Context: an optimization exercise on an open-source flow, tuned for small area. The choices shown serve that exercise and are no tape-out recipe. In this exercise RTL edits were held to simulation tests only and were not proved equivalent to the original. Power is estimated from default activity; no workload was simulated.

## flow/design.v

```verilog
module morseio(
    input morsein,
    input clk,
    input rst,
    output valid,
    output reg [3:0] len,
    output reg [6:0] bits
);
reg [14:0] cnt;
reg [6:0] ph;
reg state;
wire ev   = (ph == 7'd99);
wire e1   = (ph == 7'd100);
wire gap  = (ph == 7'd101);
wire post = e1 | gap;
wire ge100   = cnt >= 15'd100;
wire ge3000  = cnt >= 15'd3000;
wire ge5999  = cnt >= 15'd5999;
wire ge6000  = cnt >= 15'd6000;
wire ge20000 = cnt >= 15'd20000;
assign valid = (e1 & state & ge5999 & ~ge20000) | (gap & ~state & ge6000);
always @(posedge clk) begin
    if (rst || valid) begin
        cnt <= 0;
        ph <= 0;
        if (rst) state <= 0;
    end else begin
        if (e1) begin
            if (!state && ge6000) state <= 1;
            if (state && ge20000) state <= 0;
        end
        if (morsein) begin
            ph <= 0;
            if (post) cnt <= 1;
            else if (!ge20000) cnt <= cnt + 1'b1;
        end else begin
            if (!gap) ph <= ph + 1'b1;
            if (e1) cnt <= state ? 15'd1 : 15'd101;
            else if (gap) cnt <= cnt + 1'b1;
        end
    end
end
always @(posedge clk) begin
    if (ph == 7'd0 && cnt == 15'd0)
        len <= 0;
    else if (e1 && ge100 && !ge6000) begin
        len <= len + 1'b1;
        bits <= {bits[5:0], ge3000};
    end
end
endmodule
module morseTR(
    input [3:0] morse_length,
    input [7:0] morse_input,
    output reg [5:0] morse_index,
    output reg valid
);
always @(*) begin
    morse_index = 0;
    valid = 1'b0;
    case (morse_length)
        1: begin valid = 1'b1; morse_index = morse_input[0] ? 52 : 37; end
        2: begin valid = 1'b1;
            case (morse_input[1:0])
                2'b00: morse_index = 41; 2'b01: morse_index = 33;
                2'b10: morse_index = 46; 2'b11: morse_index = 45;
            endcase end
        3: case (morse_input[2:0])
                3'b000: begin morse_index = 51; valid = 1'b1; end
                3'b001: begin morse_index = 53; valid = 1'b1; end
                3'b010: begin morse_index = 50; valid = 1'b1; end
                3'b011: begin morse_index = 55; valid = 1'b1; end
                3'b100: begin morse_index = 36; valid = 1'b1; end
                3'b110: begin morse_index = 39; valid = 1'b1; end
                3'b111: begin morse_index = 47; valid = 1'b1; end
                default: ;
            endcase
        4: case (morse_input[3:0])
                4'b0000: begin morse_index = 40; valid = 1'b1; end
                4'b0001: begin morse_index = 54; valid = 1'b1; end
                4'b0010: begin morse_index = 38; valid = 1'b1; end
                4'b0100: begin morse_index = 44; valid = 1'b1; end
                4'b0110: begin morse_index = 48; valid = 1'b1; end
                4'b0111: begin morse_index = 42; valid = 1'b1; end
                4'b1000: begin morse_index = 34; valid = 1'b1; end
                4'b1001: begin morse_index = 56; valid = 1'b1; end
                4'b1010: begin morse_index = 35; valid = 1'b1; end
                4'b1011: begin morse_index = 57; valid = 1'b1; end
                4'b1100: begin morse_index = 58; valid = 1'b1; end
                4'b1101: begin morse_index = 49; valid = 1'b1; end
                default: ;
            endcase
        5: case (morse_input[4:0])
                5'b10001: begin morse_index = 29; valid = 1'b1; end
                5'b11111: begin morse_index = 21; valid = 1'b1; end
                5'b00001: begin morse_index = 20; valid = 1'b1; end
                5'b00011: begin morse_index = 19; valid = 1'b1; end
                5'b00111: begin morse_index = 18; valid = 1'b1; end
                5'b01111: begin morse_index = 17; valid = 1'b1; end
                5'b10000: begin morse_index = 22; valid = 1'b1; end
                5'b11000: begin morse_index = 23; valid = 1'b1; end
                5'b11100: begin morse_index = 24; valid = 1'b1; end
                5'b11110: begin morse_index = 25; valid = 1'b1; end
                5'b10010: begin morse_index = 15; valid = 1'b1; end
                5'b10110: begin morse_index = 8;  valid = 1'b1; end
                default: ;
            endcase
        6: case (morse_input[5:0])
                6'b001100: begin morse_index = 31; valid = 1'b1; end
                6'b101010: begin morse_index = 27; valid = 1'b1; end
                6'b110011: begin morse_index = 12; valid = 1'b1; end
                6'b100001: begin morse_index = 13; valid = 1'b1; end
                6'b101101: begin morse_index = 9;  valid = 1'b1; end
                6'b011110: begin morse_index = 7;  valid = 1'b1; end
                6'b010101: begin morse_index = 11; valid = 1'b1; end
                6'b111000: begin morse_index = 26; valid = 1'b1; end
                6'b001101: begin morse_index = 59; valid = 1'b1; end
                default: ;
            endcase
        7: begin valid = 1'b1;
            case (morse_input[6:0])
                7'b1011001: morse_index = 1;
                7'b0101110: morse_index = 6;
                7'b0101010: morse_index = 14;
                7'b0110010: morse_index = 32;
                default: morse_index = 0;
            endcase end
        default: ;
    endcase
end
endmodule
module morseSeg(
    input [5:0] idx,
    output reg [16:0] seg
);
always @(*) begin
    case (idx)
        1:  seg = 'h1000C;  6: seg = 'h09371;  7: seg = 'h00200;  8: seg = 'h01400;
        9:  seg = 'h04100; 11: seg = 'h0AA00; 12: seg = 'h04000; 13: seg = 'h08800;
        14: seg = 'h10000; 15: seg = 'h04400; 17: seg = 'h0040C;
        18: seg = 'h08877; 19: seg = 'h0083F; 20: seg = 'h0888C; 21: seg = 'h090B3;
        22: seg = 'h088FB; 23: seg = 'h0000F; 24: seg = 'h088FF; 25: seg = 'h088BF;
        26: seg = 'h02200; 27: seg = 'h04200; 29: seg = 'h08830; 31: seg = 'h12807;
        32: seg = 'h00AF7; 33: seg = 'h088CF; 34: seg = 'h02A3F; 35: seg = 'h000F3;
        36: seg = 'h0223F; 37: seg = 'h080F3; 38: seg = 'h080C3; 39: seg = 'h008FB;
        40: seg = 'h088CC; 41: seg = 'h02233; 42: seg = 'h0007C; 44: seg = 'h000F0;
        45: seg = 'h005CC; 46: seg = 'h011CC; 47: seg = 'h000FF; 48: seg = 'h088C7;
        49: seg = 'h010FF; 50: seg = 'h098C7; 51: seg = 'h088BB; 52: seg = 'h02203;
        53: seg = 'h000FC; 54: seg = 'h044C0; 55: seg = 'h050CC; 56: seg = 'h05500;
        57: seg = 'h088BC; 58: seg = 'h04433; 59: seg = 'h00030;
        default: seg = 'h00000;
    endcase
end
endmodule
module morseMain(
    input din,
    input clk,
    input rst,
    output [16:0] sixteen_disp
);
wire [3:0] morse_length;
wire [6:0] morse_input;
wire validio;
wire validtr;
wire [5:0] idx;
reg [5:0] shown;
reg isiovalid;
morseio io(
    .morsein(din),
    .clk(clk),
    .rst(rst),
    .valid(validio),
    .len(morse_length),
    .bits(morse_input)
);
morseTR tr(
    .morse_length(morse_length),
    .morse_input({1'b0, morse_input}),
    .morse_index(idx),
    .valid(validtr)
);
morseSeg seg(
    .idx(shown),
    .seg(sixteen_disp)
);
wire upd = (isiovalid || validio) && validtr;
always @(posedge clk)
if (rst) begin
    isiovalid <= 0;
    shown <= 0;
end else begin
    if (validio) isiovalid <= 1;
    if (upd) begin
        shown <= idx;
        isiovalid <= 0;
    end
end
endmodule
```

## flow/run.sh

```bash
#!/bin/bash
# synth_recipe.tcl (not shown) runs the flow's synth.tcl, then flattens the netlist and writes it again
# the make line also repeats each setting of config.mk as NAME=value (left out here)
make -C /OpenROAD-flow-scripts/flow DESIGN_CONFIG=/design/flow/config.mk WORK_HOME=/design/flow/orfs CLKGATE_MAP_FILE= SYNTH_SCRIPT=/design/flow/synth_recipe.tcl finish
```

## flow/config.mk

```make
export PLATFORM = sky130hd
export DESIGN_NAME = morseMain
export DESIGN_NICKNAME = morseMain
export VERILOG_FILES = /design/flow/design.v
export SDC_FILE = /design/flow/constraint.sdc
export NUM_CORES = 4
export LEC_CHECK = 0
export CAP_MARGIN = 20
export CORE_MARGIN = 2
export CORE_UTILIZATION = 40
export SLEW_MARGIN = 20
```

## flow/constraint.sdc

```tcl
create_clock -name core_clock -period 10.0 [get_ports {clk}]
set_input_delay 2.0000 -clock core_clock [delete_from_list [all_inputs] [get_ports {clk}]]
set_output_delay 2.0000 -clock core_clock [all_outputs]
set_load 0.01 [all_outputs]
```

==> flow_metrics.tcl <==
set metrics [dict create \
    synth_cell_types 76 \
    setup_tns_ns 0 \
    drt_iter0_drc 345 \
    crit_required_ns 10.23 \
    synth_top_area_share_pct 25.0 \
    antenna_found_initial 0 \
    post_cts_resized 0 \
    max_clock_freq_mhz 190 \
    crit_type "in -> reg" \
    synth_common_cells "61 x dfxtp_1, 56 x nand2_1, 52 x nor2_1, 38 x a21oi_1, 31 x inv_1" \
    grt_max_degree 32 \
    final_nets 641 \
    nFillCells 1184 \
    root_buffer "clkbuf_16" \
    gp_congestion 0.944 \
    r2r-start "io.ph[6]" \
    cts.hold.buffers_added 0 \
    die_x_um 115 \
    startpoint "rst" \
    cts-buffers-inserted 9 \
    diodes 0 \
    synth_nets 648 \
    p_per_area_mw_per_mm2 117 \
    rsz0062_at_grt "no" \
    path_clk_slew_ns 0.06 \
    cts_tree "built" \
    hold_start "io.ph[1]" \
    synth-seq-cells 69 \
    clkSinkCount 69 \
    pin_count 20 \
    slew_viol_final 0 \
    hold_viol_final 0 \
    yosys_warnings 4 \
    ant_nets 0 \
    min_period_ns 5.27 \
    die_h_um 115 \
    holdWs_ns 0.503 \
    via_count 4741 \
    fp-row-count 40 \
    portBuffers 19 \
    async_flop_share_pct 0 \
    hpwl_mm 9.01 \
    post_cts_buffers 0 \
    grt_pass1_vias 4253 \
    avgViaCountPerCell 6.18 \
    cp-end-kind "flip-flop" \
    peakVddDrop_uv 62.0 \
    critPathLaunchType "input pin" \
    synth_edf_count 8 \
    leakage_uw 0.00204 \
    core_region_area_mm2 0.0120 \
    syn-mean-instance-area_um2 7.86 \
    tightestPinTransition_ns 0.921 \
    drt-pass1-iter-count 5 \
    worst-path-max-fanout 12 \
    clk_latency_ns 0.35 \
    cp.arrival_ns 5.50 \
    grtUsageTotal_pct 20.2 \
    syn2layout_area_growth_pct 10.4 \
    avgRoutedWirePerCell_um 17.0 \
    synth.area.top_cells "dfxtp_1 25%, ha_1 5.9%, edfxtp_1 4.9%" \
    grt_pass1_wl_mm 21.2 \
    multi_input_area_mm2 0.00310 \
    cts.path.max_buffers 2 \
    dieArea_mm2 0.0131 \
    setup_violations 0 \
    period_share_pct 52.7 \
    ys.flop_type "dfxtp_1" \
    syn_inst 622 \
    seq_area_frac_synth_pct 29.9 \
    htree_levels 3 \
    yosys.area.top_type "dfxtp_1" \
    min_path_type "reg -> reg" \
    drive_above_1_share_pct 5.97 \
    drc 0 \
    outcome "complete, no violations" \
    seqCellArea_mm2 0.00146 \
    cap_violations 0 \
    synthesis.area_mm2 0.00489 \
    wl_mm 13.1 \
    start_util_pct 40.8 \
    gr-total-overflow 0 \
    rrSetupSlack_ns 5.17 \
    relSlewSlack_pct 36.9 \
    finClkSkew_ns 0.0154 \
    synth_most_common_cell "dfxtp_1" \
]
[cell type report]
class / count / area share, %
clock buffer: 15 / 5.15
multi-input combinational: 479 / 57.4
timing repair buffer: 22 / 3.94
clock inverter: 1 / 0.557
sequential: 69 / 27.1
tap: 147 / 3.41
inverter: 34 / 2.46
[logic make-up after synthesis]
family	count (synthesis)	share of synthesized area (%)
simple gates	246	25.5
compound gates	174	24.8
buf+inv	74	6.71
flops	69	29.9
fa+ha+maj	23	5.89
xor+xnor	18	3.23
mux	18	4.02
[worst max-delay path, stage by stage]
cell and delay [ns]:
clkdlybuf4s50_1 0.60, inv_1 0.36, nand2_1 0.12, o21a_1 0.32
clkinv_1 0.26, ha_1 0.31, inv_1 0.13, a31oi_1 0.43
a211oi_1 0.13, o31a_1 0.33, or4b_1 0.50
[final timing paths]
check	endpoint	depth (start not counted)
worst min register to register	io.ph[1]	2
worst max register to register	sixteen_disp[5]	12
worst max-delay path	sixteen_disp[5]	11
worst min-delay path	io.ph[1]	2
[layer usage]
layer,GRT usage (%),part of all wire (%)
met1,27.5,46
met2,31.0,45
met5,0,0
met3,3.81,6.5
met4,8.86,2.0
[metrics by stage]
stage                     util, %  cell area (um^2)  setup slack [ns]  cells  power (uW)
after floorplan                 -              4890              5.32    622         296
after global placement       42.5              5090              4.61    751         300
after detailed placement     42.5              5090              4.44    751         300
final                        45.1              5400              4.73    767         630
after CTS                    45.1              5400              4.82    767         637
after global routing         45.1              5400              4.53    767         647
[report_power, final]
part           internal, uW  switching, uW
logic                  3.58           7.57
registers               281           1.75
clock network           214            122
[placed cells by master (no fill, tap or decap), types with 10 or more instances in the layout]
| cell type | count |
|---|---|
| a211oi_1 | 12 |
| a21oi_1 | 38 |
| a22oi_1 | 13 |
| and3_1 | 14 |
| clkdlybuf4s50_1 | 19 |
| dfxtp_1 | 61 |
| ha_1 | 23 |
| inv_1 | 31 |
| mux2i_1 | 14 |
| nand2_1 | 56 |
| nand2b_1 | 13 |
| nand3_1 | 28 |
| nand4_1 | 13 |
| nor2_1 | 52 |
| nor3_1 | 23 |
| o21ai_0 | 25 |
| xor2_1 | 10 |

[port drivers added, routing unchanged]
The results above use ideal ports. As a check the final layout listed here was re-extracted and re-timed, cells and wires unchanged. Step 1 (the two cells are an assumption about what drives the block):
set clk [get_ports {clk}]
set_driving_cell -lib_cell sky130_fd_sc_hd__clkbuf_16 $clk
set_driving_cell -lib_cell sky130_fd_sc_hd__buf_2 [delete_from_list [all_inputs] $clk]
Step 2 adds t to the input delays and takes it off the output delays; t is the mean of the earliest and latest rising clock arrival at the registers after step 1. Input paths then give back, and output paths get back, about the clock's delay inside the block. a / b / c = no drivers / after step 1 / after step 2; a / b = the first two.
shift t [ns]: 0.385
slack for setup (ns): 4.729 / 4.738 / 4.353
hold slack, ns: 0.503 / 0.503 / 0.503
worst register clock-pin slew, ns: 0.06 / 0.06
After both steps setup and hold are still met in this run. For this run, drivers alone change the setup slack by +0.009 ns; drivers and shift together by -0.376 ns.
